From an optimization exercise on the open Yosys and OpenROAD flow, aimed at small area; shortcuts taken in it are not production practice.
The RTL was checked by simulation tests, not by an equivalence proof against the original design.
Power and IR drop assume default switching activity.

old:
==> module display_controller, before the edit <==
module display_controller(
	input clk,
	input rst,
	input tick,
	output hSync, vSync,
	output reg [9:0] hCount,
	output reg [9:0] vCount
	);
	wire hEnd = &{hCount[9:8], hCount[4:0]};
	wire vEnd = vCount[9] & vCount[3] & vCount[2];
	wire vStep = tick & hEnd;
	wire [9:0] hInc, vInc;
	ripple_inc #(10) hi(.q(hCount), .cin(tick & ~hEnd), .d(hInc));
	ripple_inc #(10) vi(.q(vCount), .cin(vStep), .d(vInc));
	always @(posedge clk) begin
		hCount <= (rst | vStep) ? 10'd0 : hInc;
		vCount <= (rst | (vStep & vEnd)) ? 10'd0 : vInc;
	end
	assign hSync = (hCount < 10'd96);
	assign vSync = (vCount < 10'd2);
endmodule
==> module counter, before the edit <==
module counter(
	input clk,
	input rst,
	input [3:0] kilo, hund, tens, ones,
	output tick,
	output reg [3:0] anode,
	output reg [6:0] ssdOut
	);
	reg [20:0] refresh;
	reg [3:0] LEDNumber;
	wire [20:0] refreshInc;
	ripple_inc #(21) ri(.q(refresh), .cin(1'b1), .d(refreshInc));
	always @(posedge clk)
		refresh <= rst ? 21'd0 : refreshInc;
	assign tick = (refresh[1:0] == 2'd0);
	always @(*)
		case (refresh[20:19])
		2'b00: begin anode = 4'b0111; LEDNumber = kilo; end
		2'b01: begin anode = 4'b1011; LEDNumber = hund; end
		2'b10: begin anode = 4'b1101; LEDNumber = tens; end
		default: begin anode = 4'b1110; LEDNumber = ones; end
		endcase
	always @(*)
		case (LEDNumber)
		4'b0000: ssdOut = 7'b0000001;
		4'b0001: ssdOut = 7'b1001111;
		4'b0010: ssdOut = 7'b0010010;
		4'b0011: ssdOut = 7'b0000110;
		4'b0100: ssdOut = 7'b1001100;
		4'b0101: ssdOut = 7'b0100100;
		4'b0110: ssdOut = 7'b0100000;
		4'b0111: ssdOut = 7'b0001111;
		4'b1000: ssdOut = 7'b0000000;
		4'b1001: ssdOut = 7'b0000100;
		default: ssdOut = 7'b0000001;
		endcase
endmodule
==> module vga_top, before the edit <==
module vga_top(
	input ClkPort,
	input BtnC,                  
	input BtnU, BtnD, BtnL, BtnR,
	input [18:0] FallDiv,        
	output hSync, vSync,
	output [3:0] vgaR, vgaG, vgaB,
	output An0, An1, An2, An3, An4, An5, An6, An7,
	output Ca, Cb, Cc, Cd, Ce, Cf, Cg, Dp,
	output MemOE, MemWR, RamCS, QuadSpiFlashCS
	);
	wire tick;
	wire [9:0] hc, vc;
	wire [6:0] k;
	wire [3:0] dH, dT, dO;
	wire [6:0] ssdOut;
	wire [3:0] anode;
	wire [11:0] rgb;
	wire button = BtnU | BtnD | BtnL | BtnR;
	display_controller dc(.clk(ClkPort), .rst(BtnC), .tick(tick), .hSync(hSync), .vSync(vSync), .hCount(hc), .vCount(vc));
	vga_bitchange vbc(.clk(ClkPort), .rst(BtnC), .fallDiv(FallDiv), .button(button), .hCount(hc), .vCount(vc),
		.rgb(rgb), .kilo(k), .hund(dH), .tens(dT), .ones(dO));
	counter cnt(.clk(ClkPort), .rst(BtnC), .kilo(k[3:0]), .hund(dH), .tens(dT), .ones(dO), .tick(tick), .anode(anode), .ssdOut(ssdOut));
	assign Dp = 1;
	assign {Ca, Cb, Cc, Cd, Ce, Cf, Cg} = ssdOut[6 : 0];
	assign {An7, An6, An5, An4, An3, An2, An1, An0} = {4'b1111, anode};
	assign vgaR = rgb[11 : 8];
	assign vgaG = rgb[7  : 4];
	assign vgaB = rgb[3  : 0];
	assign {MemOE, MemWR, RamCS, QuadSpiFlashCS} = 4'b1111;
endmodule
clock: 100.0 ns
lec_check: 0
cap_margin: 20
core_margin: 2
core_utilization: 40
slew_margin: 20
standard.sh (not shown) runs the stock make flow with config.mk's settings and CLKGATE_MAP_FILE= SYNTH_SCRIPT=/design/flow/synth_recipe.tcl, a recipe that flattens the netlist after the stock synthesis.
==> flow/flow/run.sh <==
#!/bin/bash
# Layout flow: the standard synthesis, then an area-oriented re-mapping of
# its combinational logic (registers untouched), then the standard ORFS steps
# with minimum-size port buffers and a clock tree of small buffers without
# dummy balancing loads.
set -euo pipefail
HERE=$(pwd)
FLOWDIR=$HERE/flow
RES=$HERE/orfs/results/$FLOW_PLATFORM/vga_top/base
LIB=$FLOW_HOME/platforms/$FLOW_PLATFORM/lib/sky130_fd_sc_hd__tt_025C_1v80.lib

# 1. standard synthesis
bash standard.sh synth > synth.log 2>&1

# 2. re-map the combinational logic for area; flip-flops keep their names and cells
cp $RES/1_2_yosys.v $HERE/std_synth.v
DU="-dont_use sky130_fd_sc_hd__lpflow_bleeder_1 -dont_use sky130_fd_sc_hd__lpflow_clkbufkapwr_1 -dont_use sky130_fd_sc_hd__lpflow_clkbufkapwr_16 -dont_use sky130_fd_sc_hd__lpflow_clkbufkapwr_2 -dont_use sky130_fd_sc_hd__lpflow_clkbufkapwr_4 -dont_use sky130_fd_sc_hd__lpflow_clkbufkapwr_8 -dont_use sky130_fd_sc_hd__lpflow_clkinvkapwr_1 -dont_use sky130_fd_sc_hd__lpflow_clkinvkapwr_16 -dont_use sky130_fd_sc_hd__lpflow_clkinvkapwr_2 -dont_use sky130_fd_sc_hd__lpflow_clkinvkapwr_4 -dont_use sky130_fd_sc_hd__lpflow_clkinvkapwr_8 -dont_use sky130_fd_sc_hd__lpflow_decapkapwr_12 -dont_use sky130_fd_sc_hd__lpflow_decapkapwr_3 -dont_use sky130_fd_sc_hd__lpflow_decapkapwr_4 -dont_use sky130_fd_sc_hd__lpflow_decapkapwr_6 -dont_use sky130_fd_sc_hd__lpflow_decapkapwr_8 -dont_use sky130_fd_sc_hd__lpflow_inputiso0n_1 -dont_use sky130_fd_sc_hd__lpflow_inputiso0p_1 -dont_use sky130_fd_sc_hd__lpflow_inputiso1n_1 -dont_use sky130_fd_sc_hd__lpflow_inputiso1p_1 -dont_use sky130_fd_sc_hd__lpflow_inputisolatch_1 -dont_use sky130_fd_sc_hd__lpflow_isobufsrc_1 -dont_use sky130_fd_sc_hd__lpflow_isobufsrc_16 -dont_use sky130_fd_sc_hd__lpflow_isobufsrc_2 -dont_use sky130_fd_sc_hd__lpflow_isobufsrc_4 -dont_use sky130_fd_sc_hd__lpflow_isobufsrc_8 -dont_use sky130_fd_sc_hd__lpflow_isobufsrckapwr_16 -dont_use sky130_fd_sc_hd__lpflow_lsbuf_lh_hl_isowell_tap_1 -dont_use sky130_fd_sc_hd__lpflow_lsbuf_lh_hl_isowell_tap_2 -dont_use sky130_fd_sc_hd__lpflow_lsbuf_lh_hl_isowell_tap_4 -dont_use sky130_fd_sc_hd__lpflow_lsbuf_lh_isowell_4 -dont_use sky130_fd_sc_hd__lpflow_lsbuf_lh_isowell_tap_1 -dont_use sky130_fd_sc_hd__lpflow_lsbuf_lh_isowell_tap_2 -dont_use sky130_fd_sc_hd__lpflow_lsbuf_lh_isowell_tap_4 -dont_use sky130_fd_sc_hd__probe_p_8 -dont_use sky130_fd_sc_hd__probec_p_8"
cat > reopt.ys <<EOS
read_liberty -ignore_miss_func -ignore_miss_dir $LIB
setattr -mod -set keep_hierarchy 1 sky130_fd_sc_hd__dfxtp_1
read_verilog $HERE/std_synth.v
hierarchy -top vga_top
flatten
rename -hide w:_*_.*
opt_clean -purge
select vga_top
techmap
opt -fast -purge
abc -script $FLOWDIR/reopt.abc -liberty $LIB $DU
opt_clean -purge
hilomap -singleton -hicell sky130_fd_sc_hd__conb_1 HI -locell sky130_fd_sc_hd__conb_1 LO
splitnets
opt_clean -purge
select -clear
tee -o $HERE/reopt_stat.txt stat -liberty $LIB
delete sky130_fd_sc_hd__dfxtp_1
write_verilog -noattr -nohex -nodec $HERE/reopt.v
EOS
yosys -s reopt.ys > reopt.log 2>&1
cp $HERE/reopt.v $RES/1_2_yosys.v
rm -f $RES/1_synth.odb $RES/1_synth.sdc

# 3. the rest of the standard flow
bash standard.sh BUFFER_PORTS_ARGS="-buffer_cell sky130_fd_sc_hd__buf_1" \
  CTS_ARGS="-sink_clustering_enable -repair_clock_nets -buf_list sky130_fd_sc_hd__clkbuf_4 -dont_use_dummy_load" \
  SKIP_REPAIR_TIE_FANOUT=1 GPL_TIMING_DRIVEN=0 CAP_MARGIN=0 SLEW_MARGIN=0 \
  finish > layout.log 2>&1
Other scripts of this flow, unchanged in this note and not shown: flow/flow/reopt.abc
Input changes introduced in new (baseline for comparison: old):
diff --git a/flow/design.v b/flow/design.v
--- a/flow/design.v
+++ b/flow/design.v
@@ -1,20 +1,24 @@
 module display_controller(
 	input clk,
 	input rst,
-	input tick,
+	input [4:0] hLow,          
+	input hLowWrap,            
 	output hSync, vSync,
-	output reg [9:0] hCount,
+	output [9:0] hCount,
 	output reg [9:0] vCount
 	);
-	wire hEnd = &{hCount[9:8], hCount[4:0]};
+	reg [4:0] hHigh;
+	assign hCount = {hHigh, hLow};
+	wire hHighEnd = hHigh[4] & hHigh[3];
 	wire vEnd = vCount[9] & vCount[3] & vCount[2];
-	wire vStep = tick & hEnd;
-	wire [9:0] hInc, vInc;
-	ripple_inc #(10) hi(.q(hCount), .cin(tick & ~hEnd), .d(hInc));
+	wire vStep = hLowWrap & hHighEnd;    
+	wire [4:0] hHighInc;
+	wire [9:0] vInc;
+	ripple_inc #(5) hi(.q(hHigh), .cin(hLowWrap), .d(hHighInc));
 	ripple_inc #(10) vi(.q(vCount), .cin(vStep), .d(vInc));
 	always @(posedge clk) begin
-		hCount <= (rst | vStep) ? 10'd0 : hInc;
+		hHigh <= (rst | vStep) ? 5'd0 : hHighInc;
 		vCount <= (rst | (vStep & vEnd)) ? 10'd0 : vInc;
 	end
 	assign hSync = (hCount < 10'd96);
 	assign vSync = (vCount < 10'd2);
@@ -132,21 +136,24 @@
 module counter(
 	input clk,
 	input rst,
 	input [3:0] kilo, hund, tens, ones,
-	output tick,
+	output [4:0] hLow,         
+	output hLowWrap,           
 	output reg [3:0] anode,
 	output reg [6:0] ssdOut
 	);
-	reg [20:0] refresh;
+	reg [20:0] rfsh3;
 	reg [3:0] LEDNumber;
-	wire [20:0] refreshInc;
-	ripple_inc #(21) ri(.q(refresh), .cin(1'b1), .d(refreshInc));
+	wire [20:0] rfsh3Inc;
+	ripple_inc #(21) ri(.q(rfsh3), .cin(1'b1), .d(rfsh3Inc));
 	always @(posedge clk)
-		refresh <= rst ? 21'd0 : refreshInc;
-	assign tick = (refresh[1:0] == 2'd0);
+		rfsh3 <= rst ? 21'd3 : rfsh3Inc;
+	assign hLow = rfsh3[6:2];
+	assign hLowWrap = &rfsh3[6:0];
+	wire [1:0] digit = rfsh3[20:19] - {1'b0, ~(|rfsh3[18:2]) & ~(rfsh3[1] & rfsh3[0])};
 	always @(*)
-		case (refresh[20:19])
+		case (digit)
 		2'b00: begin anode = 4'b0111; LEDNumber = kilo; end
 		2'b01: begin anode = 4'b1011; LEDNumber = hund; end
 		2'b10: begin anode = 4'b1101; LEDNumber = tens; end
 		default: begin anode = 4'b1110; LEDNumber = ones; end
@@ -176,20 +183,21 @@
 	output An0, An1, An2, An3, An4, An5, An6, An7,
 	output Ca, Cb, Cc, Cd, Ce, Cf, Cg, Dp,
 	output MemOE, MemWR, RamCS, QuadSpiFlashCS
 	);
-	wire tick;
+	wire hLowWrap;
+	wire [4:0] hLow;
 	wire [9:0] hc, vc;
 	wire [6:0] k;
 	wire [3:0] dH, dT, dO;
 	wire [6:0] ssdOut;
 	wire [3:0] anode;
 	wire [11:0] rgb;
 	wire button = BtnU | BtnD | BtnL | BtnR;
-	display_controller dc(.clk(ClkPort), .rst(BtnC), .tick(tick), .hSync(hSync), .vSync(vSync), .hCount(hc), .vCount(vc));
+	display_controller dc(.clk(ClkPort), .rst(BtnC), .hLow(hLow), .hLowWrap(hLowWrap), .hSync(hSync), .vSync(vSync), .hCount(hc), .vCount(vc));
 	vga_bitchange vbc(.clk(ClkPort), .rst(BtnC), .fallDiv(FallDiv), .button(button), .hCount(hc), .vCount(vc),
 		.rgb(rgb), .kilo(k), .hund(dH), .tens(dT), .ones(dO));
-	counter cnt(.clk(ClkPort), .rst(BtnC), .kilo(k[3:0]), .hund(dH), .tens(dT), .ones(dO), .tick(tick), .anode(anode), .ssdOut(ssdOut));
+	counter cnt(.clk(ClkPort), .rst(BtnC), .kilo(k[3:0]), .hund(dH), .tens(dT), .ones(dO), .hLow(hLow), .hLowWrap(hLowWrap), .anode(anode), .ssdOut(ssdOut));
 	assign Dp = 1;
 	assign {Ca, Cb, Cc, Cd, Ce, Cf, Cg} = ssdOut[6 : 0];
 	assign {An7, An6, An5, An4, An3, An2, An1, An0} = {4'b1111, anode};
 	assign vgaR = rgb[11 : 8];
==> comparison <==
Measured against each other, old and new differ in ratio of total power to cell area, the higher figure coming from old. The final reports for new and old show non-clock buffer count higher in the former. Summary of new over old: sequential cell count now smaller, multi-input logic cell count now smaller, clock power now smaller, register area now smaller, power now smaller. Compared with old, in new via count -about 1.9%; sum of routed wire length over all layers -3.2%; global-route usage ~0 delta; cell area -about 2.6%; maximum frequency -2.6%. old has a higher share of power burned in the clock network than new.

[what the ideal ports hide]
No port has a modelled driver above. Below, the same layouts with a new extraction and two added sets of constraints. Step 1: set_driving_cell puts a clkbuf_16 on ClkPort and a buf_2 on each other input, an assumption about the parent block. Step 2 times the ports against the registers' clock, not the clock port: input delays grow and output delays shrink by t, the midpoint of the rising clock arrivals with the driver on. a / b / c = ideal / step 1 / step 2; a / b = the first two.
| run | t, ns | setup WS [ns] | hold slack, ns | worst register clock-pin slew, ns | pins driven straight from the clock port |
|---|---|---|---|---|---|
| old | 0.540 | 74.769 / 74.737 / 75.277 | 0.453 / 0.453 / 0.453 | 0.11 / 0.11 | 1 |
| new | 0.533 | 74.102 / 74.067 / 74.600 | 0.417 / 0.417 / 0.417 | 0.10 / 0.10 | 1 |
After both steps every run listed still meets setup and hold.
